What follows belongs to an exercise in optimizing a design on an open flow for small area, a short achievable clock period and few clock cycles; a production flow would make more cautious choices.
RTL that was checked went through simulation tests only; none was proved equivalent to the original.
Function not checked in runs 3 to 5: the RTL went through the layout flow alone.

[design/flow/flow/run.sh]
#!/bin/bash
# standard flow with a larger setup-slack margin for timing repair
sed 's/SETUP_SLACK_MARGIN=5 /SETUP_SLACK_MARGIN=6.7 /' standard.sh > standard_m.sh
bash standard_m.sh > flow.log 2>&1
[design/flow/constraint.sdc]
create_clock -name core_clock -period 10.0 [get_ports {i_clk}]
set_input_delay 2.0000 -clock core_clock [delete_from_list [all_inputs] [get_ports {i_clk}]]
set_output_delay 2.0000 -clock core_clock [all_outputs]
set_load 0.01 [all_outputs]
[design/flow/config.mk]
export PLATFORM = sky130hd
export DESIGN_NAME = FFT16_stream
export DESIGN_NICKNAME = FFT16_stream
export VERILOG_FILES = /design/flow/design.v
export SDC_FILE = /design/flow/constraint.sdc
export NUM_CORES = 8
export LEC_CHECK = 0
export CAP_MARGIN = 20
export CORE_MARGIN = 2
export CORE_UTILIZATION = 80
export CTS_CLUSTER_DIAMETER = 100
export CTS_CLUSTER_SIZE = 30
export PLACE_DENSITY = 0.85
export SETUP_SLACK_MARGIN = 5
export SLEW_MARGIN = 20
[design/flow/design.v]
module FFT16_stream (
	input             i_clk,
	input             i_rst,
	input             i_valid,
	input      [15:0] i_re,
	input      [15:0] i_im,
	output            o_ready,
	output reg        o_valid,
	output reg [15:0] o_re,
	output reg [15:0] o_im
);
	reg  [2:0] ph;
	reg  [3:0] wcnt;
	reg        rdy_n;    
	wire       rdy = ~rdy_n;
	wire       acc = i_valid & rdy;
	wire [3:0] wcnt_p1 = wcnt + 4'd1;
	wire [2:0] ph_n = ph + 3'd1;
	assign o_ready = rdy;
	always @(posedge i_clk or posedge i_rst) begin
		if (i_rst) begin
			ph   <= 3'd0;
			wcnt <= 4'd0;
			rdy_n <= 1'b0;
		end else begin
			ph   <= ph_n;
			if (acc) wcnt <= wcnt_p1;
			rdy_n <= acc ? (ph_n != wcnt_p1[2:0]) : (ph_n != wcnt[2:0]);
		end
	end
	reg        x_v;
	reg [15:0] x_re, x_im;
	always @(posedge i_clk or posedge i_rst) begin
		if (i_rst) x_v <= 1'b0;
		else       x_v <= acc;
	end
	always @(posedge i_clk) begin
		x_re <= i_re;
		x_im <= i_im;
	end
	wire        s0_v, s0_nr;
	wire [15:0] s0_re, s0_im;
	sdf_stage #(.LD(3), .JOUT(1), .OREG(1)) st0 (.i_clk(i_clk), .i_rst(i_rst), .i_v(x_v), .i_re(x_re), .i_im(x_im),
		.i_nr(1'b0), .o_v(s0_v), .o_re(s0_re), .o_im(s0_im), .o_nr(s0_nr));
	wire        s1_v;
	wire [15:0] s1_re, s1_im;
	sdf_stage #(.LD(2), .JOUT(0), .OREG(1)) st1 (.i_clk(i_clk), .i_rst(i_rst), .i_v(s0_v), .i_re(s0_re), .i_im(s0_im),
		.i_nr(s0_nr), .o_v(s1_v), .o_re(s1_re), .o_im(s1_im), .o_nr());
	wire        t2_v, t2_nr;
	wire [15:0] t2_re, t2_im;
	tw2 u_tw2 (.i_clk(i_clk), .i_rst(i_rst), .i_v(s1_v), .i_re(s1_re), .i_im(s1_im),
		.o_v(t2_v), .o_re(t2_re), .o_im(t2_im), .o_nr(t2_nr));
	wire        s2_v;
	wire [15:0] s2_re, s2_im;
	wire        s2_vn;
	wire [15:0] s2_ren;
	sdf_stage #(.LD(1), .JOUT(0), .OREG(1)) st2 (.i_clk(i_clk), .i_rst(i_rst), .i_v(t2_v), .i_re(t2_re), .i_im(t2_im),
		.i_nr(t2_nr), .o_v(s2_v), .o_re(s2_re), .o_im(s2_im), .o_nr(), .o_vn(s2_vn), .o_ren(s2_ren));
	wire        t3_v, t3_nr;
	wire [15:0] t3_re, t3_im;
	tw3 u_tw3 (.i_clk(i_clk), .i_rst(i_rst), .i_v(s2_v), .i_re(s2_re), .i_im(s2_im),
		.i_vn(s2_vn), .i_ren(s2_ren),
		.o_v(t3_v), .o_re(t3_re), .o_im(t3_im), .o_nr(t3_nr));
	wire        s3_v;
	wire [15:0] s3_re, s3_im;
	sdf_stage #(.LD(0), .JOUT(0), .OREG(0)) st3 (.i_clk(i_clk), .i_rst(i_rst), .i_v(t3_v), .i_re(t3_re), .i_im(t3_im),
		.i_nr(t3_nr), .o_v(s3_v), .o_re(s3_re), .o_im(s3_im), .o_nr());
	wire        r0_v, r1_v;
	wire [15:0] r0_re, r0_im, r1_re, r1_im;
	bit_exchange #(.BI(0), .BJ(3)) ex0 (.i_clk(i_clk), .i_rst(i_rst), .i_v(s3_v), .i_re(s3_re), .i_im(s3_im),
		.o_v(r0_v), .o_re(r0_re), .o_im(r0_im));
	bit_exchange #(.BI(1), .BJ(2)) ex1 (.i_clk(i_clk), .i_rst(i_rst), .i_v(r0_v), .i_re(r0_re), .i_im(r0_im),
		.o_v(r1_v), .o_re(r1_re), .o_im(r1_im));
	always @(posedge i_clk or posedge i_rst) begin
		if (i_rst) o_valid <= 1'b0;
		else       o_valid <= r1_v;
	end
	always @(posedge i_clk) begin
		o_re <= r1_re;
		o_im <= r1_im;
	end
endmodule
module sdf_stage #(parameter LD = 0, JOUT = 0, OREG = 1) (
	input             i_clk,
	input             i_rst,
	input             i_v,
	input      [15:0] i_re,
	input      [15:0] i_im,
	input             i_nr,
	output            o_v,
	output     [15:0] o_re,
	output     [15:0] o_im,
	output            o_nr,
	output            o_vn,
	output     [15:0] o_ren
);
	localparam D = 1 << LD;
	reg  [3:0]  q;
	reg  [LD:0] pend;
	wire comb = i_v & q[LD];
	wire last = comb & (q[LD:0] == {(LD+1){1'b1}});
	wire vn   = comb | (pend != 0);
	reg  [3:0]  oq;      
	always @(posedge i_clk or posedge i_rst) begin
		if (i_rst) begin
			q    <= 4'd0;
			pend <= 0;
			oq   <= 4'd0;
		end else begin
			if (i_v) q <= q + 4'd1;
			if (last) pend <= D;
			else if (pend != 0) pend <= pend - 1'b1;
			if (vn) oq <= oq + 4'd1;
		end
	end
	reg  [15:0] dl_re [0:D-1];
	reg  [15:0] dl_im [0:D-1];
	wire [15:0] x0_re = dl_re[D-1];
	wire [15:0] x0_im = dl_im[D-1];
	wire [15:0] t_re  = i_re & {16{comb}};
	wire [15:0] t_im  = i_im & {16{comb}};
	wire        t_nr  = i_nr & comb;
	wire [15:0] u_re  = x0_re + t_re + {15'd0, t_nr};
	wire [15:0] y1_re = x0_re + ~t_re + {15'd0, ~t_nr};
	wire [15:0] u_im  = x0_im + t_im;
	wire [15:0] y1_im = x0_im - t_im;
	wire        load  = i_v & ~comb;
	integer j;
	always @(posedge i_clk) begin
		dl_re[0] <= load ? i_re : y1_re;
		dl_im[0] <= load ? i_im : y1_im;
		for (j = 1; j < D; j = j + 1) begin
			dl_re[j] <= dl_re[j-1];
			dl_im[j] <= dl_im[j-1];
		end
	end
	assign o_vn  = vn;
	assign o_ren = u_re;
	generate if (OREG) begin : g_oreg
		reg        r_v, r_nr;
		reg [15:0] r_re, r_im;
		wire       sw = (JOUT != 0) & oq[3] & oq[2];
		always @(posedge i_clk or posedge i_rst) begin
			if (i_rst) r_v <= 1'b0;
			else       r_v <= vn;
		end
		always @(posedge i_clk) begin
			r_re <= sw ? ~u_im : u_re;
			r_im <= sw ? u_re : u_im;
			r_nr <= sw;
		end
		assign o_v = r_v;  assign o_re = r_re;  assign o_im = r_im;  assign o_nr = r_nr;
	end else begin : g_comb
		assign o_v = vn;   assign o_re = u_re;  assign o_im = u_im;  assign o_nr = 1'b0;
	end endgenerate
endmodule
module cmul_p (input [15:0] a, input b5, input id, output [23:0] p, output [17:0] a3);
	wire [23:0] x  = {{8{a[15]}}, a};
	wire [23:0] m1 = id ? 24'd0 : (b5 ? (x << 6) : (x << 4));
	wire [23:0] m2 = (b5 & ~id) ? (x << 3) : 24'd0;
	wire [7:0]  bias = {8{a[15] & ~id}};
	assign p  = {a, bias} - m1 - m2;
	assign a3 = {{2{a[15]}}, a} + {a[15], a, 1'b0};
endmodule
module cmul_q (input [23:0] p, input [17:0] a3, input id, output [15:0] q);
	wire [23:0] t = id ? 24'd0 : {{6{a3[17]}}, a3};
	wire [23:0] f = p - t;
	assign q = f[23:8];
endmodule
module cmul_62 (input [15:0] a, input [17:0] a3, output [15:0] q);
	wire [23:0] x  = {{8{a[15]}}, a};
	wire [23:0] x3 = {{6{a3[17]}}, a3};
	wire [23:0] f  = (x3 << 5) + (x << 1) + {16'd0, {8{a[15]}}};
	assign q = f[23:8];
endmodule
module tw2 (
	input             i_clk,
	input             i_rst,
	input             i_v,
	input      [15:0] i_re,
	input      [15:0] i_im,
	output reg        o_v,
	output reg [15:0] o_re,
	output reg [15:0] o_im,
	output reg        o_nr
);
	reg [3:0] q;
	reg       a_v, b_v;
	always @(posedge i_clk or posedge i_rst) begin
		if (i_rst) begin
			q   <= 4'd0;
			a_v <= 1'b0;
			b_v <= 1'b0;
			o_v <= 1'b0;
		end else begin
			if (i_v) q <= q + 4'd1;
			a_v <= i_v;
			b_v <= a_v;
			o_v <= b_v;
		end
	end
	wire [1:0]  k = q[1] ? {q[2], q[3]} : 2'd0;    
	wire [23:0] rp, ip;
	wire [17:0] r3, i3;
	cmul_p u_rp (.a(i_re), .b5(1'b1), .id(1'b0), .p(rp), .a3(r3));
	cmul_p u_ip (.a(i_im), .b5(1'b1), .id(1'b0), .p(ip), .a3(i3));
	reg  [1:0]  a_k, b_k;
	reg  [23:0] a_rp, a_ip;
	reg  [17:0] a_r3, a_i3;
	reg  [15:0] a_re, a_im;
	always @(posedge i_clk) begin
		a_k  <= k;
		a_rp <= rp;  a_r3 <= r3;  a_re <= i_re;
		a_ip <= ip;  a_i3 <= i3;  a_im <= i_im;
	end
	wire [15:0] mr, mi;
	cmul_q u_rq (.p(a_rp), .a3(a_r3), .id(1'b0), .q(mr));
	cmul_q u_iq (.p(a_ip), .a3(a_i3), .id(1'b0), .q(mi));
	reg  [15:0] b_re, b_im;
	always @(posedge i_clk) begin
		b_k  <= a_k;
		b_re <= a_k[0] ? mr : a_re;
		b_im <= a_k[0] ? mi : a_im;
	end
	wire [15:0] msum = b_re + b_im;
	wire [15:0] mdif = b_re - b_im;
	always @(posedge i_clk) begin
		case (b_k)
			2'd1: begin o_re <= mdif;  o_im <= msum; o_nr <= 1'b0; end
			2'd2: begin o_re <= ~b_im; o_im <= b_re; o_nr <= 1'b1; end
			2'd3: begin o_re <= ~msum; o_im <= mdif; o_nr <= 1'b1; end
			default: begin o_re <= b_re; o_im <= b_im; o_nr <= 1'b0; end
		endcase
	end
endmodule
module tw3 (
	input             i_clk,
	input             i_rst,
	input             i_v,
	input      [15:0] i_re,
	input      [15:0] i_im,
	input             i_vn,      
	input      [15:0] i_ren,
	output reg        o_v,
	output reg [15:0] o_re,
	output reg [15:0] o_im,
	output reg        o_nr
);
	reg  [3:0] q;
	reg        a_v, b_v, c_v;
	always @(posedge i_clk or posedge i_rst) begin
		if (i_rst) begin
			q   <= 4'd0;
			a_v <= 1'b0;
			b_v <= 1'b0;
			c_v <= 1'b0;
			o_v <= 1'b0;
		end else begin
			if (i_v) q <= q + 4'd1;
			a_v <= i_v;
			b_v <= a_v;
			c_v <= b_v;
			o_v <= c_v;
		end
	end
	wire [3:0] qn  = i_v ? q + 4'd1 : q;
	wire [2:0] kn  = {qn[1], qn[2], qn[3]};
	wire       ntn = i_vn & qn[0] & (kn[1:0] != 2'd0);    
	wire [2:0] k   = {q[1], q[2], q[3]};
	wire       x1  = q[0];
	wire       nt  = i_v & x1 & (k[1:0] != 2'd0);
	reg  [15:0] e_op;
	reg         e_b5;
	always @(posedge i_clk) begin
		e_op <= ntn ? i_ren : i_im;
		e_b5 <= ntn ? (kn[1:0] == 2'd2) : e_b5;
	end
	wire [23:0] ep;
	wire [17:0] e3;
	cmul_p u_p (.a(e_op), .b5(e_b5), .id(1'b0), .p(ep), .a3(e3));
	reg  [23:0] f_p;
	reg  [17:0] f_3;
	reg  [15:0] f_op;
	always @(posedge i_clk) begin
		f_p  <= ep;
		f_3  <= e3;
		f_op <= e_op;
	end
	wire [15:0] qa, qb;
	cmul_q  u_q  (.p(f_p), .a3(f_3), .id(1'b0), .q(qa));
	cmul_62 u_62 (.a(f_op), .a3(f_3), .q(qb));
	reg  [15:0] g_a, g_b;
	always @(posedge i_clk) begin
		g_a <= qa;
		g_b <= qb;
	end
	reg  [15:0] p1_re, p1_im, p2_re, p2_im;
	reg  [2:0]  a_k, b_k;
	reg         a_nt, b_nt, a_x1, b_x1;
	always @(posedge i_clk) begin
		p1_re <= i_re;  p1_im <= i_im;
		p2_re <= p1_re; p2_im <= p1_im;
		a_k <= k;   a_nt <= nt;   a_x1 <= x1;
		b_k <= a_k; b_nt <= a_nt; b_x1 <= a_x1;
	end
	reg         xs, ys, swp, nr;
	always @(*) begin
		case (b_k)
			3'd1: begin xs = 1; ys = 0; swp = 0; nr = 0; end
			3'd2: begin xs = 1; ys = 0; swp = 0; nr = 0; end
			3'd3: begin xs = 0; ys = 1; swp = 1; nr = 0; end
			3'd4: begin xs = 0; ys = 0; swp = 1; nr = 1; end
			3'd5: begin xs = 1; ys = 0; swp = 1; nr = 1; end
			3'd6: begin xs = 0; ys = 1; swp = 0; nr = 1; end
			3'd7: begin xs = 0; ys = 1; swp = 0; nr = 1; end
			default: begin xs = 0; ys = 0; swp = 0; nr = 0; end
		endcase
	end
	wire        b5   = (b_k[1:0] == 2'd2);
	wire        sw   = b_x1 & swp;
	wire        ng   = b_x1 & nr;
	wire [15:0] yb   = b5 ? g_a : g_b;           
	wire [15:0] pa_r = b_nt ? (sw ? yb : g_a) : (sw ? p2_im : p2_re);
	wire [15:0] pa_i = b_nt ? (sw ? g_a : yb) : (sw ? p2_re : p2_im);
	reg  [15:0] h_re, h_im;
	reg         h_selr, h_seli, h_zr, h_zi, h_cr, h_ci, ng_d;
	always @(posedge i_clk) begin
		h_re   <= pa_r ^ {16{ng}};
		h_im   <= pa_i;
		h_selr <= sw | b5;            
		h_seli <= ~sw | b5;           
		h_zr   <= ~b_nt;
		h_zi   <= ~b_nt;
		h_cr   <= (b_nt & (sw ? ys : xs)) ^ ng;
		h_ci   <= b_nt & (sw ? xs : ys);
		ng_d   <= ng;
	end
	wire [15:0] br = (h_selr ? g_a : g_b) & {16{~h_zr}};
	wire [15:0] bi = (h_seli ? g_a : g_b) & {16{~h_zi}};
	always @(posedge i_clk) begin
		o_re <= h_re + (br ^ {16{h_cr}}) + {15'd0, h_cr};
		o_im <= h_im + (bi ^ {16{h_ci}}) + {15'd0, h_ci};
		o_nr <= ng_d;
	end
endmodule
module bit_exchange #(parameter BI = 0, BJ = 3) (
	input             i_clk,
	input             i_rst,
	input             i_v,
	input      [15:0] i_re,
	input      [15:0] i_im,
	output            o_v,
	output     [15:0] o_re,
	output     [15:0] o_im
);
	localparam L = (1 << BJ) - (1 << BI);
	reg [3:0] q;
	reg [L-1:0] vd;
	always @(posedge i_clk or posedge i_rst) begin
		if (i_rst) begin
			q  <= 4'd0;
			vd <= 0;
		end else begin
			if (i_v) q <= q + 4'd1;
			vd <= (L == 1) ? i_v : {vd, i_v};
		end
	end
	wire s = i_v & q[BJ] & ~q[BI];
	reg  [15:0] b_re [0:L-1];
	reg  [15:0] b_im [0:L-1];
	integer j;
	always @(posedge i_clk) begin
		b_re[0] <= s ? b_re[L-1] : i_re;
		b_im[0] <= s ? b_im[L-1] : i_im;
		for (j = 1; j < L; j = j + 1) begin
			b_re[j] <= b_re[j-1];
			b_im[j] <= b_im[j-1];
		end
	end
	assign o_re = s ? i_re : b_re[L-1];
	assign o_im = s ? i_im : b_im[L-1];
	assign o_v  = vd[L-1];
endmodule
[design/flow/standard.sh]
#!/bin/bash
# synth_recipe.tcl (not shown) runs the flow's synth.tcl, then flattens the netlist and writes it again
# the make line also repeats each setting of config.mk as NAME=value (left out here)
make -C /OpenROAD-flow-scripts/flow DESIGN_CONFIG=/design/flow/config.mk WORK_HOME=/design/flow/orfs CLKGATE_MAP_FILE= SYNTH_SCRIPT=/design/flow/synth_recipe.tcl "${@:-finish}"
==> metrics.yaml, run 1 <==
logic_synthesis:
  synth-seq-area-share: 0.479
  yosysTopAreaCell: "dfxtp_1"
  synth_enable_flop_cells: 1
  synth-compound-area-share: 0.122
  synthXorXnorAreaFrac: 0.0664
  yosysTopAreaCellShare: 0.450
  ys_warn_count: 21
  syn_nets: 6656
  yosysUniqueCellTypes: 80
  synth_area_leaders: "dfxtp_1 (45%), ha_1 (11%), xnor2_1 (4.7%)"
  synthArstFlopShare: 0.0472
  synth_fa_ha_area_frac: 0.140
  synth_seq_cells: 1418
  synthesis.instances: 5997
  synthesis.area_um2: 60000
  syn_area_per_cell_um2: 10.0
  ys.flop_type: "dfxtp_1"
  synthSimpleGateAreaFrac: 0.114
  synthMuxAreaShare: 0.0377
  synth_top_family_by_area: "adder cells"
placed_design:
  hpwlAfterDp_mm: 102
  dp_cells: 6898
  placed_cell_area_um2: 61600
  place_ws_ns: 5.91
  globalplace.congestion: 0.958
  port_buffers: 68
finish:
  stdcell_count: 7078
  multi_input_area_um2: 29900
  drive_gt1_frac: 0.0959
  seq_area_um2: 28800
  fillers: 3699
  synthToLayoutAreaGrowth_pct: 8.25
  fin_area_um2: 65000
  antenna-diode-count: 0
  num-nets-final: 6748
timing:
  hold_violations: 0
  finalSetupViolations: 0
  skew_ns: 0.0309
  slew_headroom: 0.291
  tns_ns: 0
  slew_viol_final: 0
  grt_setup_unrepaired: "true"
  tightest_slew_ns: 1.06
  clock.fmax_mhz: 293
  setup_ws_ns: 6.58
  timing.final.crit_share: 0.342
  min_period_ns: 3.42
setup_path:
  worst_setup_path_start_kind: "register"
  critPathLaunch: "u_tw3.e_b5"
  r2r_start: "u_tw3.e_b5"
  path_class: "register to register"
  r2r_slack_ns: 6.58
  r2r-end: "u_tw3.f_p[23]"
  setup.worst_path.end: "u_tw3.f_p[23]"
  end_kind: "register"
  critical_path_peak_fanout: 8
  reg2reg_depth: 15
  worstPathRequired_ns: 10.62
  arrival_ns: 4.03
die:
  start_util: 0.808
  chipHeight_um: 278
  num_rows: 100
  core_area_um2: 74300
  die_area_um2: 77300
  dieWidth_um: 278
  io_pins: 69
global_routing:
  grt_start_max_net_pins: 75
  antenna_found_initial: 3
  grt_usage: 0.354
  grt-ovfl-total: 0
  grt_pass1_wl_mm: 220
  grt_pass1_vias: 41996
route:
  wl_per_cell_um: 20.4
  first_iter_violations: 4111
  drt-total-wl_mm: 145
  avgViaCountPerCell: 6.12
  vias: 43344
  drc: 0
  drt_pass1_iterations: 6
  ant_nets: 0
flow_run:
  max-cap-violations: 0
clock_network:
  h-tree-depth: 2
  cts_root_buf: "clkbuf_16"
  clk_pin_slew_worst_paths_ns: 0.11
  cts_buffers: 53
  cts_sinks: 1418
  insertion_delay_ns: 0.69
  cts_tree: "yes"
  postCtsHoldBufs: 0
  clockBufferDepth: 3
hold_path:
  hold_class: "register to register"
outcome:
  outcome: "complete, no violations"
## layout make-up
class | instances | area share
multi-input combinational | 3926 | 0.460
sequential | 1418 | 0.443
inverter | 491 | 0.0287
timing repair buffer | 199 | 0.0275
clock buffer | 71 | 0.0214
tap | 969 | 0.0187
clock inverter | 4 | 0.00104
## cells by family (layout without fill, tap and decap cells)
| logic type | after synthesis | in the layout |
|---|---|---|
| fa+ha+maj | 624 | 624 |
| flops | 1418 | 1418 |
| xor+xnor | 455 | 455 |
| buf+inv | 653 | 765 |
| mux | 192 | 192 |
| simple gates | 1505 | 1505 |
| compound gates | 1150 | 1150 |
## sequential cells by signal, summed over array words and instances (netlist names), 64 cells and up
register	flops
ex0.b_im	112
ex0.b_re	112
st0.dl_im	128
st0.dl_re	128
st1.dl_im	64
st1.dl_re	64
## worst max-delay path, cell delays in order, from the launching register on
cell	delay (ns)
edfxtp_1	0.53
buf_6	0.20
nand2_1	0.14
o21ai_1	0.14
fa_1	0.53
inv_1	0.04
ha_1	0.20
a21o_1	0.21
a221oi_4	0.29
a21oi_2	0.12
o21ai_2	0.15
o211ai_1	0.15
nand3_1	0.15
nand3b_1	0.18
a21oi_2	0.19
xnor2_1	0.13
## worst min-delay path by stage
stage	depth (start not counted)	end	slack (ns)	start
floorplan	0	ex0.b_im[1][0]	0.31	ex0.b_im[0][0]
global placement	0	st1.dl_im[2][11]	0.31	st1.dl_im[1][11]
detailed placement	0	ex0.b_im[2][15]	0.31	ex0.b_im[1][15]
CTS	0	u_tw3.p2_re[11]	0.31	u_tw3.p1_re[11]
global route	0	st0.dl_re[7][10]	0.33	st0.dl_re[6][10]
finish	0	st0.dl_re[7][15]	0.31	st0.dl_re[6][15]
## repair_timing
action	CTS	global route
endpoints found under the setup margin	253	130
cloned	1	3
buffers inserted	49	51
pin swaps	27	94
resized for setup	199	198
## stage by stage
step,hold WS [ns],util
floorplan,0.310,-
global placement,0.309,0.829
detailed placement,0.312,0.829
CTS,0.315,0.858
global route,0.328,0.874
finish,0.313,0.874
## routing by layer
| metal | track usage | wire length [um] |
|---|---|---|
| met4 | 0.126 | 5990 |
| met2 | 0.594 | 68300 |
| met1 | 0.475 | 60700 |
| met3 | 0.0438 | 9650 |
| met5 | 0 | 34 |
## cell usage after synthesis, drive strengths merged (100+ instances only)
| master | count |
|---|---|
| mux2i | 100 |
| a21oi | 383 |
| dfxtp | 1350 |
| xnor2 | 324 |
| inv | 489 |
| o21ai | 245 |
| xor2 | 131 |
| nor2 | 501 |
| ha | 547 |
| clkbuf | 131 |
| nand2 | 435 |
| nor3 | 145 |
## layout by cell type (no fill, tap or decap), types with 19 or more instances in the layout
cell             instances
dfxtp_1               1317
ha_1                   532
nor2_1                 489
inv_1                  479
nand2_1                426
a21oi_1                346
xnor2_1                323
o21ai_0                211
nor3_1                 140
xor2_1                 131
buf_4                  114
mux2i_1                 97
nand3_1                 88
a21o_1                  85
mux2_2                  70
dfrtp_1                 62
fa_1                    61
o21a_1                  60
o21bai_1                58
nand2b_1                56
clkbuf_16               56
nor2b_1                 49
and3_1                  48
or3_1                   45
a21oi_2                 37
a31oi_1                 35
clkdlybuf4s50_1         34
o211ai_1                29
a211oi_1                26
o31ai_1                 26
dfxtp_2                 26
and2_1                  24
a211o_1                 20
or2_2                   20
mux4_2                  20
o21ai_1                 19
Testbench counts, summed over its fixed seeds: cycles 3,360.
==> run 2: changes to the inputs <==
--- a/design/flow/config.mk
+++ b/design/flow/config.mk
@@ -7,9 +7,9 @@
 export LEC_CHECK = 0
 export CAP_MARGIN = 20
 export CORE_MARGIN = 2
-export CORE_UTILIZATION = 80
-export CTS_CLUSTER_DIAMETER = 100
-export CTS_CLUSTER_SIZE = 30
-export PLACE_DENSITY = 0.85
+export CORE_UTILIZATION = 70
+export CTS_CLUSTER_DIAMETER = 80
+export CTS_CLUSTER_SIZE = 25
+export PLACE_DENSITY = 0.8
 export SETUP_SLACK_MARGIN = 5
 export SLEW_MARGIN = 20
==> metrics.yaml, run 2 <==
outcome:
  outcome: "complete, no violations"
die:
  chipHeight_um: 297  # +6.8%
  dieWidth_um: 297  # +6.8%
  start_util: 0.706  # -0.102
  io_pins: 69  # unchanged
  die_area_um2: 88100  # +14%
  core_area_um2: 85000  # +14%
  num_rows: 107  # +7.0%
logic_synthesis:
  synthXorXnorAreaFrac: 0.0664  # unchanged
  synth_seq_cells: 1418  # unchanged
  synth_top_family_by_area: "adder cells"
  ys_warn_count: 21  # unchanged
  synth-seq-area-share: 0.479  # unchanged
  synthesis.instances: 5997  # unchanged
  synth_enable_flop_cells: 1  # unchanged
  yosysMostFrequentCell: "dfxtp_1"
  yosysTopAreaCell: "dfxtp_1"
  yosysTopAreaCellShare: 0.450  # unchanged
  syn_area_per_cell_um2: 10.0  # unchanged
  synth-compound-area-share: 0.122  # unchanged
  synthMuxAreaShare: 0.0377  # unchanged
  synthSimpleGateAreaFrac: 0.114  # unchanged
  ys.flop_type: "dfxtp_1"
  yosysUniqueCellTypes: 80  # unchanged
  synth_common_cells: "dfxtp_1 (1350), ha_1 (547), nor2_1 (501)"
  synthArstFlopShare: 0.0472  # unchanged
  syn_nets: 6656  # unchanged
  synth_area_leaders: "dfxtp_1 (45%), ha_1 (11%), xnor2_1 (4.7%)"
  synth_fa_ha_area_frac: 0.140  # unchanged
  synthesis.area_um2: 60000  # unchanged
placed_design:
  hpwlAfterDp_mm: 95.6  # -5.9%
  port_buffers: 68  # unchanged
  globalplace.congestion: 0.935  # -2.4%
  place_ws_ns: 5.92  # +0.00993 ns
  dp_cells: 7072  # +2.5%
setup_path:
  worst_setup_path_start_kind: "register"
  r2r-end: "u_tw3.o_re[14]"
  worstPathRequired_ns: 10.58  # -0.04 ns
  r2r_start: "u_tw3.h_selr"
  critPathLaunch: "u_tw3.h_selr"
  end_kind: "register"
  arrival_ns: 3.92  # -0.11 ns
  critical_path_peak_fanout: 3  # -5
  r2r_slack_ns: 6.66  # +0.07 ns
  path_class: "register to register"
  reg2reg_depth: 13  # -2
timing:
  min_period_ns: 3.34  # -0.0749 ns
  skew_ns: 0.0264  # -0.00453 ns
  slew_viol_final: 0  # unchanged
  tns_ns: 0  # unchanged
  hold_violations: 0  # unchanged
  hold_slack_ns: 0.313  # +0.000140 ns
  grt_setup_unrepaired: "true"
  timing.final.crit_share: 0.334  # -0.00749
  clock.fmax_mhz: 299  # +2.2%
  setup_ws_ns: 6.66  # +0.0749 ns
  finalSetupViolations: 0  # unchanged
  slew_headroom: 0.276  # -0.0146
  tightest_slew_ns: 1.08  # +0.0219 ns
route:
  ant_nets: 0  # unchanged
  wl_per_cell_um: 18.0  # -12%
  drt_pass1_iterations: 6  # unchanged
  avgViaCountPerCell: 5.68  # -7.2%
  drc: 0  # unchanged
  vias: 41316  # -4.7%
  drt-total-wl_mm: 131  # -9.4%
  first_iter_violations: 3214  # -22%
global_routing:
  grt_pass1_wl_mm: 207  # -5.9%
  grt-ovfl-total: 0  # unchanged
  grt_pass1_vias: 39523  # -5.9%
  grt_usage: 0.289  # -0.0654
  antenna_found_initial: 7  # +4
  grt_start_max_net_pins: 78  # +4.0%
finish:
  num-nets-final: 6749  # +0.015%
  antenna-diode-count: 0  # unchanged
  synthToLayoutAreaGrowth_pct: 9.08
  reg_top3: "st0.dl_im x128, st0.dl_re x128"
  multi_input_area_um2: 29700  # -0.69%
  fillers: 5571  # +51%
  seq_area_um2: 28800  # about the same
  mostFrequentLayoutCells: "dfxtp_1 (1322), ha_1 (540), nor2_1 (490), inv_1 (478), nand2_1 (426)"
  drive_gt1_frac: 0.0906  # -0.00530
  mostFrequentLayoutCell: "dfxtp_1"
  stdcell_count: 7268  # +2.7%
clock_network:
  postCtsHoldBufs: 0  # unchanged
  cts_root_buf: "clkbuf_16"
  clockBufferDepth: 3  # unchanged
  clk_pin_slew_worst_paths_ns: 0.09  # -0.02 ns
  insertion_delay_ns: 0.65  # -0.04 ns
  cts_buffers: 71  # +34%
  cts_tree: "yes"
  h-tree-depth: 3  # +1
  cts_sinks: 1418  # unchanged
hold_path:
  holdPathStages: 0  # unchanged
  min_from: "ex0.b_re[0][6]"
  hold_class: "register to register"
  min_to: "ex0.b_re[1][6]"
flow_run:
  max-cap-violations: 0  # unchanged
[run 2: what timing repair did]
item | in CTS | in global routing
setup buffers | 39 | 47
cloned | 2 | 1
endpoints found under the setup margin | 206 | 135
pin swaps | 21 | 87
gates resized for setup | 168 | 163
[run 2: how the worst max path moves through the flow]
stage                             to  slack (ns)
global route          u_tw3.o_re[14]        6.52
detailed placement    u_tw3.o_re[14]        5.92
floorplan              u_tw3.f_p[23]        6.70
finish                u_tw3.o_re[14]        6.66
CTS                 st1.dl_im[0][15]        6.65
global placement      u_tw3.o_re[14]        6.04
[run 2: cells by family (layout without fill, tap and decap cells)]
kind of cell,after synthesis,in the layout
AO/OA/AOI/OAI,1150,1150
XOR/XNOR,455,455
adder cells (fa/ha/maj),624,624
buffers and inverters,653,780
flip-flops,1418,1418
multiplexers,192,192
AND/OR/NAND/NOR,1505,1505
[run 2: cell type report]
class,count,area share
timing repair buffer,182,0.0248
multi-input combinational,3926,0.453
sequential,1418,0.440
clock inverter,16,0.00300
inverter,491,0.0285
clock buffer,91,0.0289
tap,1144,0.0219
[run 2: per-layer routing]
metal	track usage	up-vias	share of wire
met5	0	-	0.00020
met2	0.457	985	0.45
li1	-	20381	-
met3	0.0334	176	0.054
met1	0.429	19770	0.48
met4	0.0589	4	0.017
[run 2: per-stage QoR]
stage	area, um^2	utilization
floorplan	60100	-
global placement	61800	0.727
detailed placement	61800	0.727
CTS	64500	0.759
global route	65500	0.770
finish	65500	0.770
[run 2: critical path, cell delays in order, from the launching register on]
cell      delay [ns]
dfxtp_4         0.41
mux2i_4         0.27
nor2_2          0.08
mux2_4          0.31
fa_2            0.36
a21o_1          0.17
a21oi_2         0.18
o21bai_1        0.08
a21o_1          0.19
a21oi_2         0.18
o21ai_2         0.10
o41ai_2         0.37
or4b_4          0.49
o211ai_1        0.10
==> run 3: changes to the inputs <==
--- a/design/flow/design.v
+++ b/design/flow/design.v
@@ -185,18 +185,16 @@
 	output reg        o_nr
 );
 	reg [3:0] q;
-	reg       a_v, b_v;
+	reg       a_v;
 	always @(posedge i_clk or posedge i_rst) begin
 		if (i_rst) begin
 			q   <= 4'd0;
 			a_v <= 1'b0;
-			b_v <= 1'b0;
 			o_v <= 1'b0;
 		end else begin
 			if (i_v) q <= q + 4'd1;
 			a_v <= i_v;
-			b_v <= a_v;
-			o_v <= b_v;
+			o_v <= a_v;
 		end
 	end
 	wire [1:0]  k = q[1] ? {q[2], q[3]} : 2'd0;    
@@ -204,32 +202,25 @@
 	wire [17:0] r3, i3;
 	cmul_p u_rp (.a(i_re), .b5(1'b1), .id(1'b0), .p(rp), .a3(r3));
 	cmul_p u_ip (.a(i_im), .b5(1'b1), .id(1'b0), .p(ip), .a3(i3));
-	reg  [1:0]  a_k, b_k;
-	reg  [23:0] a_rp, a_ip;
-	reg  [17:0] a_r3, a_i3;
-	reg  [15:0] a_re, a_im;
+	reg  [1:0]  a_k;
+	reg  [15:0] a_rp, a_ip, a_re, a_im;
+	reg  [9:0]  a_r3, a_i3;
+	reg         a_rb, a_ib;
 	always @(posedge i_clk) begin
 		a_k  <= k;
-		a_rp <= rp;  a_r3 <= r3;  a_re <= i_re;
-		a_ip <= ip;  a_i3 <= i3;  a_im <= i_im;
+		a_rp <= rp[23:8];  a_r3 <= r3[17:8];  a_rb <= (rp[7:0] < r3[7:0]);  a_re <= i_re;
+		a_ip <= ip[23:8];  a_i3 <= i3[17:8];  a_ib <= (ip[7:0] < i3[7:0]);  a_im <= i_im;
 	end
-	wire [15:0] mr, mi;
-	cmul_q u_rq (.p(a_rp), .a3(a_r3), .id(1'b0), .q(mr));
-	cmul_q u_iq (.p(a_ip), .a3(a_i3), .id(1'b0), .q(mi));
-	reg  [15:0] b_re, b_im;
+	wire [15:0] rt = {{6{a_r3[9]}}, a_r3};
+	wire [15:0] it = {{6{a_i3[9]}}, a_i3};
+	wire [15:0] msum = a_rp + a_ip + ~rt + ~it + {15'd0, ~a_rb} + {15'd0, ~a_ib};
+	wire [15:0] mdif = a_rp + ~a_ip + ~rt + it + {15'd0, ~a_rb} + {15'd0, a_ib} + 16'd1;
 	always @(posedge i_clk) begin
-		b_k  <= a_k;
-		b_re <= a_k[0] ? mr : a_re;
-		b_im <= a_k[0] ? mi : a_im;
-	end
-	wire [15:0] msum = b_re + b_im;
-	wire [15:0] mdif = b_re - b_im;
-	always @(posedge i_clk) begin
-		case (b_k)
+		case (a_k)
 			2'd1: begin o_re <= mdif;  o_im <= msum; o_nr <= 1'b0; end
-			2'd2: begin o_re <= ~b_im; o_im <= b_re; o_nr <= 1'b1; end
+			2'd2: begin o_re <= ~a_im; o_im <= a_re; o_nr <= 1'b1; end
 			2'd3: begin o_re <= ~msum; o_im <= mdif; o_nr <= 1'b1; end
-			default: begin o_re <= b_re; o_im <= b_im; o_nr <= 1'b0; end
+			default: begin o_re <= a_re; o_im <= a_im; o_nr <= 1'b0; end
 		endcase
 	end
 endmodule
==> metrics.yaml, run 3 <==
outcome:
  outcome: "complete, no violations"
placed_design:
  globalplace.congestion: 0.906  # -3.1%
  port_buffers: 68  # unchanged
  hpwlAfterDp_mm: 91.3  # -4.5%
logic_synthesis:
  syn_area_per_cell_um2: 10.1  # +1.0%
  synthXorXnorAreaFrac: 0.0656  # -0.000822
  ys.flop_type: "dfxtp_1"
  synthArstFlopShare: 0.0485  # +0.00124
  synth_common_cells: "dfxtp_1 (1294), ha_1 (509), inv_1 (503)"
  synthMuxAreaShare: 0.0343  # -0.00341
  synth_top_family_by_area: "adder cells"
  synth_fa_ha_area_frac: 0.157  # +0.0171
  yosysUniqueCellTypes: 89  # +11%
  synthesis.area_um2: 58100  # -3.2%
  synth_seq_cells: 1361  # -4.0%
  synth-seq-area-share: 0.475  # -0.00391
  yosysTopAreaCellShare: 0.446  # -0.00442
  yosysTopAreaCell: "dfxtp_1"
  syn_nets: 6426  # -3.5%
  synthesis.instances: 5745  # -4.2%
  yosysMostFrequentCell: "dfxtp_1"
  synth_area_leaders: "dfxtp_1 (45%), ha_1 (11%), fa_1 (4.7%)"
  synth_enable_flop_cells: 1  # unchanged
  synthSimpleGateAreaFrac: 0.107  # -0.00714
  synth-compound-area-share: 0.116  # -0.00555
  ys_warn_count: 21  # unchanged
setup_path:
  critical_path_peak_fanout: 2  # -1
  slowest_stage: "fa_1"
  end_kind: "register"
  crit_path_max_incr_delay_ns: 0.49  # about the same
  crit_chain: "inv_2 -> fa_2 -> buf_4 -> fa_1 -> inv_2 -> fa_2 -> a21o_1 -> a21o_1 -> a2111oi_4 -> nor3_2 -> o31ai_2 -> o21ai_1 -> xor2_1 -> nand2_1 -> o2bb2ai_1"
  worst_setup_path_start_kind: "register"
  worstPathRequired_ns: 10.53  # -0.05 ns
  arrival_ns: 4.30  # +0.38 ns
  path_class: "register to register"
die:
  dieWidth_um: 292  # -1.6%
  core_area_um2: 82100  # -3.4%
  io_pins: 69  # unchanged
  chipHeight_um: 292  # -1.6%
  die_area_um2: 85300  # -3.2%
  num_rows: 105  # -1.9%
  start_util: 0.708  # +0.00159
timing:
  clock.fmax_mhz: 265  # -11%
  finalSetupViolations: 0  # unchanged
  tns_ns: 0  # unchanged
  slew_headroom: 0.313  # +0.0374
  skew_ns: 0.0275  # +0.00112 ns
  timing.final.crit_share: 0.377  # +0.0427
  hold_slack_ns: 0.317  # +0.00335 ns
  min_period_ns: 3.77  # +0.427 ns
  hold_violations: 0  # unchanged
  grt_setup_unrepaired: "true"
  slew_viol_final: 0  # unchanged
  tightest_slew_ns: 1.03  # -0.0560 ns
clock_network:
  clk_pin_slew_worst_paths_ns: 0.10  # about the same
  postCtsHoldBufs: 0  # unchanged
  cts_sinks: 1361  # -4.0%
  clockBufferDepth: 3  # unchanged
  insertion_delay_ns: 0.66  # about the same
  h-tree-depth: 3  # unchanged
  cts_root_buf: "clkbuf_16"
  cts_buffers: 67  # -5.6%
  cts_tree: "yes"
global_routing:
  met2_usage: 0.454  # -0.00271
  grt_pass1_vias: 37730  # -4.5%
  grt_usage: 0.288  # -0.00106
  grt-ovfl-total: 0  # unchanged
  antenna_found_initial: 4  # -3
  busiest_layer: "met2"
  grt_start_max_net_pins: 80  # +2.6%
  met1_usage: 0.417  # -0.0118
  grt_pass1_wl_mm: 197  # -5.1%
  met3_usage: 0.0280  # -0.00542
route:
  drt_pass1_iterations: 7  # +1
  avgViaCountPerCell: 5.66  # -0.48%
  wl_per_cell_um: 18.0  # about the same
  ant_nets: 0  # unchanged
  drt-total-wl_mm: 125  # -4.9%
  first_iter_violations: 2970  # -7.6%
  vias: 39082  # -5.4%
  drc: 0  # unchanged
finish:
  num-nets-final: 6483  # -3.9%
  reg_top3: "st0.dl_im x128, st0.dl_re x128"
  mostFrequentLayoutCell: "dfxtp_1"
  synthToLayoutAreaGrowth_pct: 8.91
  mostFrequentLayoutCells: "dfxtp_1 (1254), ha_1 (493), inv_1 (492), nor2_1 (466), a21oi_1 (406)"
  drive_gt1_frac: 0.0905  # -0.000123
  fillers: 5377  # -3.5%
hold_path:
  hold_class: "register to register"
flow_run:
  max-cap-violations: 0  # unchanged
[run 3: changes by cell type in the layout (fill, tap and decap cells not counted), moves of 37 or more]
cell,before,now
nand2_1,426,389
o21ai_0,215,146
dfxtp_1,1322,1254
ha_1,540,493
fa_1,66,124
a21oi_1,353,406
[run 3: per-stage QoR]
stage / worst slack [ns] / cell area (um^2) / std cells / utilization
finish: 6.23 / 63300 / 6908 / 0.771
global route: 6.09 / 63300 / 6904 / 0.771
global placement: 5.99 / 59800 / 6725 / 0.728
detailed placement: 5.91 / 59800 / 6725 / 0.728
floorplan: 6.54 / 58300 / 5745 / -
CTS: 6.27 / 62500 / 6868 / 0.761
[run 3: area by class of cell]
cell class / count / area, um^2 / share of cell area
inverters: 505 / 1910 / 0.0302
clock inverters: 16 / 230 / 0.00364
clock buffers: 85 / 1750 / 0.0277
flip-flops and latches: 1361 / 27700 / 0.437
repair buffers: 170 / 1560 / 0.0246
well taps: 1070 / 1340 / 0.0212
diodes: 4 / 10.0 / 0.000158
multi-input cells: 3697 / 28800 / 0.455
[run 3: kinds of logic after synthesis]
| family | Yosys count |
|---|---|
| XOR/XNOR | 435 |
| AO/OA/AOI/OAI | 1068 |
| adder cells (fa/ha/maj) | 646 |
| AND/OR/NAND/NOR | 1378 |
| flip-flops | 1361 |
| multiplexers | 170 |
| buffers and inverters | 687 |
[run 3: worst paths after layout]
path	end	slack (ns)	cells after the start	startpoint
max in group asynchronous	st0.g_oreg.r_v	7.21	3	i_rst
min reg2reg	st2.dl_im[1][0]	0.32	0	st2.dl_im[0][0]
max reg2reg	u_tw2.o_re[14]	6.23	15	u_tw2.a_i3[1]
max	u_tw2.o_re[14]	6.23	15	u_tw2.a_i3[1]
min	st2.dl_im[1][0]	0.32	0	st2.dl_im[0][0]
min in group asynchronous	o_valid	1.61	2	i_rst
[run 3: repair_timing]
action | 4_1_cts | 5_1_grt
cloned | 3 | 1
pin swaps | 35 | 75
gates resized for setup | 174 | 137
endpoints found under the setup margin | 181 | 103
setup buffers | 39 | 34
[run 3: metal layers]
layer / wire length (um) / vias to the layer above
met1: 58500 / 18636
met3: 6250 / 218
met4: 3980 / 0
met2: 55900 / 968
met5: 0 / -
li1: - / 19260
[run 3: critical path: cells and delay by family (launching register included)]
| family | cells | cell delay (ns) |
|---|---|---|
| adders and majority gates | 3 | 1.34 |
| AOI/OAI and AO/OA | 6 | 1.28 |
| DFF | 1 | 0.33 |
| and+or+nand+nor | 2 | 0.19 |
| xor gates and xnor gates | 1 | 0.24 |
| buffers and inverters | 3 | 0.27 |
==> run 4: changes to the inputs <==
--- a/design/flow/design.v
+++ b/design/flow/design.v
@@ -269,21 +269,26 @@
 	wire [23:0] ep;
 	wire [17:0] e3;
 	cmul_p u_p (.a(e_op), .b5(e_b5), .id(1'b0), .p(ep), .a3(e3));
-	reg  [23:0] f_p;
-	reg  [17:0] f_3;
-	reg  [15:0] f_op;
+	wire [9:0]  l62 = {2'b0, e3[2:0], 5'd0} + {2'b0, e_op[6:0], 1'b0} + {2'b0, {8{e_op[15]}}};
+	reg  [15:0] f_p;
+	reg  [14:0] f_3;      
+	reg  [8:0]  f_a;      
+	reg         f_b;
+	reg  [1:0]  f_c;
 	always @(posedge i_clk) begin
-		f_p  <= ep;
-		f_3  <= e3;
-		f_op <= e_op;
+		f_p <= ep[23:8];
+		f_3 <= e3[17:3];
+		f_a <= e_op[15:7];
+		f_b <= (ep[7:0] < e3[7:0]);
+		f_c <= l62[9:8];
 	end
-	wire [15:0] qa, qb;
-	cmul_q  u_q  (.p(f_p), .a3(f_3), .id(1'b0), .q(qa));
-	cmul_62 u_62 (.a(f_op), .a3(f_3), .q(qb));
+	wire [15:0] t_hi = {{6{f_3[14]}}, f_3[14:5]};      
+	wire [15:0] t_62 = {f_3[14], f_3};                  
+	wire [15:0] a_62 = {{7{f_a[8]}}, f_a};              
 	reg  [15:0] g_a, g_b;
 	always @(posedge i_clk) begin
-		g_a <= qa;
-		g_b <= qb;
+		g_a <= f_p + ~t_hi + {15'd0, ~f_b};
+		g_b <= t_62 + a_62 + {14'd0, f_c};
 	end
 	reg  [15:0] p1_re, p1_im, p2_re, p2_im;
 	reg  [2:0]  a_k, b_k;
==> metrics.yaml, run 4 <==
timing:
  tns_ns: 0  # unchanged
  hold_slack_ns: 0.324  # +0.00708 ns
  slew_viol_final: 0  # unchanged
  tightest_slew_ns: 1.27  # +0.238 ns
  clock.fmax_mhz: 261  # -1.6%
  finalSetupViolations: 0  # unchanged
  hold_violations: 0  # unchanged
  timing.final.crit_share: 0.383  # +0.00621
  skew_ns: 0.0298  # +0.00222 ns
  slew_headroom: 0.148  # -0.166
  grt_setup_unrepaired: "true"
  min_period_ns: 3.83  # +0.0621 ns
finish:
  mostFrequentLayoutCell: "dfxtp_1"
  fillers: 5324  # -0.99%
  synthToLayoutAreaGrowth_pct: 11.0
  seq_area_um2: 27500  # -0.72%
  mostFrequentLayoutCells: "dfxtp_1 (1235), nor2_1 (495), inv_1 (485), ha_1 (481), nand2_1 (400)"
  reg_top3: "st0.dl_im x128, st0.dl_re x128"
  num-nets-final: 6566  # +1.3%
  stdcell_count: 6980  # +1.0%
  drive_gt1_frac: 0.118  # +0.0271
  multi_input_area_um2: 29600  # +2.8%
clock_network:
  clockBufferDepth: 3  # unchanged
  cts_sinks: 1350  # -0.81%
  clk_pin_slew_worst_paths_ns: 0.10  # about the same
  h-tree-depth: 3  # unchanged
  cts_tree: "yes"
  postCtsHoldBufs: 0  # unchanged
  cts_root_buf: "clkbuf_16"
  insertion_delay_ns: 0.67  # about the same
  cts_buffers: 67  # unchanged
logic_synthesis:
  yosysUniqueCellTypes: 77  # -13%
  synth_area_leaders: "dfxtp_1 (44%), ha_1 (11%), fa_1 (4.9%)"
  synthArstFlopShare: 0.0489  # +0.000395
  synthesis.area_um2: 58000  # -0.28%
  yosysMostFrequentCell: "dfxtp_1"
  yosysTopAreaCellShare: 0.443  # -0.00253
  syn_nets: 6438  # +0.19%
  syn_area_per_cell_um2: 10.1  # -0.44%
  synth_seq_cells: 1350  # -0.81%
  ys_warn_count: 21  # unchanged
  ys.flop_type: "dfxtp_1"
  synth-seq-area-share: 0.472  # -0.00245
  synthesis.instances: 5754  # +0.16%
  yosysTopAreaCell: "dfxtp_1"
  synth_enable_flop_cells: 1  # unchanged
  synth_common_cells: "dfxtp_1 (1283), nor2_1 (510), ha_1 (507)"
setup_path:
  crit_path_max_incr_delay_ns: 0.60  # +0.11 ns
  cpMostUsedCell: "a211oi_2"
  cp_top_family: "adder cells"
  r2r_slack_ns: 6.17  # -0.06 ns
  r2r_start: "u_tw2.a_ip[1]"
  path_class: "register to register"
  arrival_ns: 4.38  # +0.08 ns
  slowest_stage: "fa_2"
  worstPathRequired_ns: 10.55  # +0.02 ns
  crit_chain: "fa_2 -> fa_1 -> inv_2 -> ha_4 -> a211oi_2 -> nor2_2 -> o211a_1 -> o41a_1 -> a211oi_2 -> buf_4 -> xnor2_2 -> mux4_2"
  worst_setup_path_start_kind: "register"
  critical_path_peak_fanout: 2  # unchanged
  critPathLaunch: "u_tw2.a_ip[1]"
  cp_num_buf_inv: 2  # -1
  end_kind: "register"
route:
  drt-total-wl_mm: 131  # +5.0%
  first_iter_violations: 3304  # +11%
  ant_nets: 0  # unchanged
  vias: 40031  # +2.4%
  drc: 0  # unchanged
  avgViaCountPerCell: 5.74  # +1.4%
  drt_pass1_iterations: 8  # +1
  wl_per_cell_um: 18.7  # +3.9%
die:
  num_rows: 105  # unchanged
  die_area_um2: 85100  # -0.28%
  core_area_um2: 82000  # -0.16%
  start_util: 0.707  # -0.000880
  chipHeight_um: 292  # -0.14%
  io_pins: 69  # unchanged
  dieWidth_um: 292  # -0.14%
placed_design:
  dp_cells: 6760  # +0.52%
  port_buffers: 68  # unchanged
  globalplace.congestion: 0.934  # +3.1%
  hpwlAfterDp_mm: 93.4  # +2.3%
hold_path:
  min_from: "ex0.b_im[3][4]"
  hold_class: "register to register"
global_routing:
  grt_pass1_vias: 37989  # +0.69%
  grt_start_max_net_pins: 81  # +1.3%
  antenna_found_initial: 9  # +5
  grt-ovfl-total: 0  # unchanged
  grt_pass1_wl_mm: 201  # +2.4%
  grt_usage: 0.295  # +0.00716
flow_run:
  max-cap-violations: 0  # unchanged
outcome:
  outcome: "complete, no violations"
-- run 4: routing by layer --
metal / GRT usage / routed length [um] / part of all wire
met5: 0 / 26 / 0.00020
met4: 0.0676 / 2970 / 0.023
met3: 0.0537 / 9590 / 0.073
met2: 0.449 / 57400 / 0.44
met1: 0.437 / 60800 / 0.47
-- run 4: timing repair --
action | in CTS | in global routing
setup buffers | 68 | 50
pin swaps | 67 | 109
endpoints found under the setup margin | 202 | 146
gates resized for setup | 232 | 255
gates cloned | 3 | 2
-- run 4: cell families (layout without fill, tap and decap cells) --
kind of cell             Yosys count  count (layout)  synth area share
AO/OA/AOI/OAI                   1070            1070             0.116
XOR/XNOR                         436             436            0.0659
AND/OR/NAND/NOR                 1419            1419             0.110
flip-flops                      1350            1350             0.472
multiplexers                     167             167            0.0340
other                              0               1                 0
buffers and inverters            663             818            0.0431
adder cells (fa/ha/maj)          649             649             0.159
-- run 4: cell type report --
type | count | area share
Timing Repair Buffer | 216 | 0.0308
Tap cell | 1070 | 0.0208
Clock inverter | 19 | 0.00360
Multi-Input combinational cell | 3741 | 0.461
Clock buffer | 77 | 0.0273
Antenna cell | 1 | 0.0000389
Inverter | 506 | 0.0299
Sequential cell | 1350 | 0.427
-- run 4: worst paths after layout --
check / endpoint / depth (start not counted)
max reg2reg: u_tw2.o_im[13] / 12
min: ex0.b_im[4][4] / 0
min reg2reg: ex0.b_im[4][4] / 0
max: u_tw2.o_im[13] / 12
max in group asynchronous: st2.q[1] / 3
min in group asynchronous: wcnt[0] / 2
-- run 4: per-stage QoR --
stage	cell area, um^2	worst slack (ns)	utilization
after CTS	62800	6.28	0.767
after floorplan	58100	6.45	-
final	64300	6.17	0.785
after detailed placement	59700	6.08	0.729
after global routing	64300	6.06	0.785
after global placement	59700	6.21	0.729
==> run 5: changes to the inputs <==
--- a/design/flow/design.v
+++ b/design/flow/design.v
@@ -1,3 +1,45 @@
+module add16 (
+	input  [15:0] a,
+	input  [15:0] b,
+	input         ci,
+	output [15:0] s
+);
+	wire [15:0] p = a ^ b;
+	wire [15:0] g0 = a & b;
+	wire [15:0] gl0 = {g0[15:1], g0[0] | (p[0] & ci)};
+	wire [15:0] pl0 = {p[15:1], 1'b0};
+	wire [15:0] gl1, pl1, gl2, pl2, gl3, pl3, gl4;
+	genvar i;
+	generate for (i = 0; i < 16; i = i + 1) begin : lv
+		if (i % 2 == 1) begin : a1
+			assign gl1[i] = gl0[i] | (pl0[i] & gl0[i-1]);
+			assign pl1[i] = pl0[i] & pl0[i-1];
+		end else begin : b1
+			assign gl1[i] = gl0[i];
+			assign pl1[i] = pl0[i];
+		end
+		if (i % 4 >= 2) begin : a2
+			assign gl2[i] = gl1[i] | (pl1[i] & gl1[(i/4)*4+1]);
+			assign pl2[i] = pl1[i] & pl1[(i/4)*4+1];
+		end else begin : b2
+			assign gl2[i] = gl1[i];
+			assign pl2[i] = pl1[i];
+		end
+		if (i % 8 >= 4) begin : a3
+			assign gl3[i] = gl2[i] | (pl2[i] & gl2[(i/8)*8+3]);
+			assign pl3[i] = pl2[i] & pl2[(i/8)*8+3];
+		end else begin : b3
+			assign gl3[i] = gl2[i];
+			assign pl3[i] = pl2[i];
+		end
+		if (i >= 8) begin : a4
+			assign gl4[i] = gl3[i] | (pl3[i] & gl3[7]);
+		end else begin : b4
+			assign gl4[i] = gl3[i];
+		end
+	end endgenerate
+	assign s = p ^ {gl4[14:0], ci};
+endmodule
 module FFT16_stream (
 	input             i_clk,
 	input             i_rst,
@@ -120,10 +162,11 @@
 	wire [15:0] t_re  = i_re & {16{comb}};
 	wire [15:0] t_im  = i_im & {16{comb}};
 	wire        t_nr  = i_nr & comb;
-	wire [15:0] u_re  = x0_re + t_re + {15'd0, t_nr};
-	wire [15:0] y1_re = x0_re + ~t_re + {15'd0, ~t_nr};
-	wire [15:0] u_im  = x0_im + t_im;
-	wire [15:0] y1_im = x0_im - t_im;
+	wire [15:0] u_re, y1_re, u_im, y1_im;
+	add16 a0 (.a(x0_re), .b(t_re),  .ci(t_nr),  .s(u_re));
+	add16 a1 (.a(x0_re), .b(~t_re), .ci(~t_nr), .s(y1_re));
+	add16 a2 (.a(x0_im), .b(t_im),  .ci(1'b0),  .s(u_im));
+	add16 a3 (.a(x0_im), .b(~t_im), .ci(1'b1),  .s(y1_im));
 	wire        load  = i_v & ~comb;
 	integer j;
 	always @(posedge i_clk) begin
==> metrics.yaml, run 5 <==
timing:
  slew_headroom: 0.298  # +0.151
  tightest_slew_ns: 1.05  # -0.215 ns
  tns_ns: 0  # unchanged
  grt_setup_unrepaired: "true"
  skew_ns: 0.0292  # -0.000567 ns
  timing.final.crit_share: 0.351  # -0.0322
  hold_violations: 0  # unchanged
  slew_viol_final: 0  # unchanged
  clock.fmax_mhz: 285  # +9.2%
  finalSetupViolations: 0  # unchanged
  min_period_ns: 3.51  # -0.322 ns
logic_synthesis:
  synthArstFlopShare: 0.0489  # unchanged
  yosysUniqueCellTypes: 86  # +12%
  yosysMostFrequentCell: "dfxtp_1"
  yosysTopAreaCellShare: 0.455  # +0.0114
  ys_warn_count: 21  # unchanged
  synth_seq_cells: 1350  # unchanged
  synth_common_cells: "dfxtp_1 (1283), ha_1 (505), inv_1 (465)"
  syn_nets: 6065  # -5.8%
  yosysTopAreaCell: "dfxtp_1"
  synthesis.instances: 5335  # -7.3%
  syn_area_per_cell_um2: 10.6  # +5.1%
  synth_area_leaders: "dfxtp_1 (45%), ha_1 (11%), fa_1 (6.7%)"
  ys.flop_type: "dfxtp_1"
  synth_enable_flop_cells: 1  # unchanged
  synthesis.area_um2: 56500  # -2.5%
  synth-seq-area-share: 0.484  # +0.0122
placed_design:
  hpwlAfterDp_mm: 87.6  # -6.2%
  port_buffers: 68  # unchanged
  placed_cell_area_um2: 58300  # -2.4%
  globalplace.congestion: 0.944  # +1.1%
die:
  core_area_um2: 80200  # -2.2%
  dieWidth_um: 288  # -1.2%
  die_area_um2: 83000  # -2.5%
  start_util: 0.705  # -0.00207
  num_rows: 104  # -0.95%
  io_pins: 69  # unchanged
  chipHeight_um: 288  # -1.2%
global_routing:
  grt_start_max_net_pins: 108  # +33%
  met2_usage: 0.445  # -0.00430
  grt_pass1_wl_mm: 189  # -6.3%
  busiest_layer: "met2"
  grt_pass1_vias: 35469  # -6.6%
  grt-ovfl-total: 0  # unchanged
  met1_usage: 0.430  # -0.00761
  antenna_found_initial: 3  # -6
  grt_usage: 0.288  # -0.00712
  met3_usage: 0.0377  # -0.0159
finish:
  num-nets-final: 6219  # -5.3%
  drive_gt1_frac: 0.107  # -0.0107
  multi_input_area_um2: 28100  # -5.4%
  synthToLayoutAreaGrowth_pct: 10.6
  seq_area_um2: 27500  # about the same
  reg_top3: "st0.dl_im x128, st0.dl_re x128"
  fillers: 5156  # -3.2%
  mostFrequentLayoutCell: "dfxtp_1"
  mostFrequentLayoutCells: "dfxtp_1 (1229), ha_1 (477), inv_1 (451), nor2_1 (438), nand2_1 (367)"
  fin_area_um2: 62500  # -2.9%
  final_util: 0.779  # -0.00534
setup_path:
  end_kind: "register"
  critical_path_peak_fanout: 6  # +4
  worstPathRequired_ns: 10.52  # -0.03 ns
  worst_setup_path_start_kind: "register"
  reg2reg_depth: 11  # -1
  arrival_ns: 4.03  # -0.35 ns
  path_class: "register to register"
  r2r_slack_ns: 6.49  # +0.32 ns
  r2r-end: "u_tw2.o_re[12]"
  r2r_start: "u_tw2.a_i3[7]"
clock_network:
  clk_pin_slew_worst_paths_ns: 0.10  # about the same
  postCtsHoldBufs: 0  # unchanged
  cts_root_buf: "clkbuf_16"
  h-tree-depth: 3  # unchanged
  clockBufferDepth: 3  # unchanged
  insertion_delay_ns: 0.64  # -0.03 ns
  cts_sinks: 1350  # unchanged
  cts_tree: "yes"
  cts_buffers: 67  # unchanged
route:
  wl_per_cell_um: 18.6  # -0.90%
  first_iter_violations: 2450  # -26%
  drc: 0  # unchanged
  ant_nets: 0  # unchanged
  vias: 36811  # -8.0%
  avgViaCountPerCell: 5.59  # -2.5%
  drt-total-wl_mm: 122  # -6.6%
  drt_pass1_iterations: 8  # unchanged
hold_path:
  min_to: "st2.dl_im[1][13]"
  min_from: "st2.dl_im[0][13]"
  holdPathStages: 0  # unchanged
  hold_class: "register to register"
flow_run:
  max-cap-violations: 0  # unchanged
outcome:
  outcome: "complete, no violations"
run 5: layer usage:
| layer | wire length [um] | share of wire | vias to the layer above |
|---|---|---|---|
| met5 | 13 | 0.00011 | - |
| met1 | 58000 | 0.47 | 17791 |
| met4 | 2850 | 0.023 | 2 |
| met3 | 7300 | 0.060 | 188 |
| met2 | 54100 | 0.44 | 919 |
| li1 | - | - | 17911 |
run 5: logic make-up (layout without fill, tap and decap cells):
group | Yosys count | in the layout | share of synthesized area
and+or+nand+nor | 1127 | 1127 | 0.0876
adders and majority gates | 695 | 695 | 0.179
other | 0 | 3 | 0
xor gates and xnor gates | 413 | 413 | 0.0640
buffers and inverters | 596 | 780 | 0.0401
AOI/OAI and AO/OA | 992 | 992 | 0.111
muxes | 162 | 162 | 0.0334
DFF | 1350 | 1350 | 0.484
run 5: worst max-delay path by stage:
stage	from	endpoint	slack [ns]
floorplan	u_tw2.a_im[15]	u_tw2.o_re[12]	6.54
global placement	u_tw3.e_b5	u_tw3.f_p[12]	6.01
detailed placement	u_tw3.e_b5	u_tw3.f_p[15]	5.90
CTS	u_tw2.a_rb	u_tw2.o_re[14]	6.56
global route	u_tw2.a_i3[7]	u_tw2.o_re[12]	6.38
finish	u_tw2.a_i3[7]	u_tw2.o_re[12]	6.49
run 5: cell type report:
cell class	count	area share
flip-flops and latches	1350	0.440
repair buffers	212	0.0302
inverters	469	0.0285
clock inverters	16	0.00338
diodes	3	0.000120
well taps	1060	0.0212
multi-input cells	3389	0.449
clock buffers	83	0.0280
run 5: through the flow:
step | hold slack (ns) | setup WS, ns | std cells
2_1_floorplan | 0.310 | 6.54 | 5335
3_3_place_gp | 0.309 | 6.01 | 6361
3_5_place_dp | 0.312 | 5.90 | 6361
4_1_cts | 0.325 | 6.56 | 6516
5_1_grt | 0.321 | 6.38 | 6579
6_report | 0.322 | 6.49 | 6582
run 5: worst max-delay path, cell delays in order, from the launching register on:
cell      delay [ns]
dfxtp_2         0.36
inv_1           0.05
fa_1            0.55
fa_1            0.45
inv_1           0.13
ha_2            0.33
and3_1          0.23
a221o_1         0.35
a31oi_4         0.21
o21bai_1        0.12
xor2_1          0.16
mux4_2          0.46
run 5: timing repair:
item / 4_1_cts / 5_1_grt
buffers inserted: 55 / 60
pin swaps: 64 / 88
setup endpoints to repair: 216 / 124
gates resized for setup: 196 / 181
cloned: 1 / 3

[what the ideal ports hide]
The results above use ideal ports. As a check the final layouts listed here were re-extracted and re-timed, cells and wires unchanged.
Step 1 (the two cells are an assumption about what drives the block):
set clk [get_ports {i_clk}]
set_driving_cell -lib_cell sky130_fd_sc_hd__clkbuf_16 $clk
set_driving_cell -lib_cell sky130_fd_sc_hd__buf_2 [delete_from_list [all_inputs] $clk]
Step 2 adds t to the input delays and takes it off the output delays; t is the mean of the earliest and latest rising clock arrival at the registers after step 1. Input paths then give back, and output paths get back, about the clock's delay inside the block.
Slacks: ideal / step 1 / step 2; pairs: ideal / step 1.
run	shift t [ns]	setup WS [ns]	latest minus earliest clock arrival (ns)	worst slew at a driven data input, ns	cell pins on the clock port's net
run 1	0.742	6.582 / 6.582 / 6.151	0.037 / 0.037	0.05	1
run 2	0.712	6.657 / 6.657 / 6.337	0.028 / 0.028	0.05	1
run 3	0.715	6.230 / 6.230 / 6.212	0.033 / 0.032	0.05	1
run 4	0.716	6.168 / 6.168 / 6.168	0.034 / 0.033	0.09	1
run 5	0.703	6.489 / 6.489 / 6.403	0.035 / 0.035	0.07	1
After both steps every run listed still meets setup and hold. The setup slack of run 1, which loses most, moves by 0.000 ns with the drivers and by -0.431 ns with both steps.
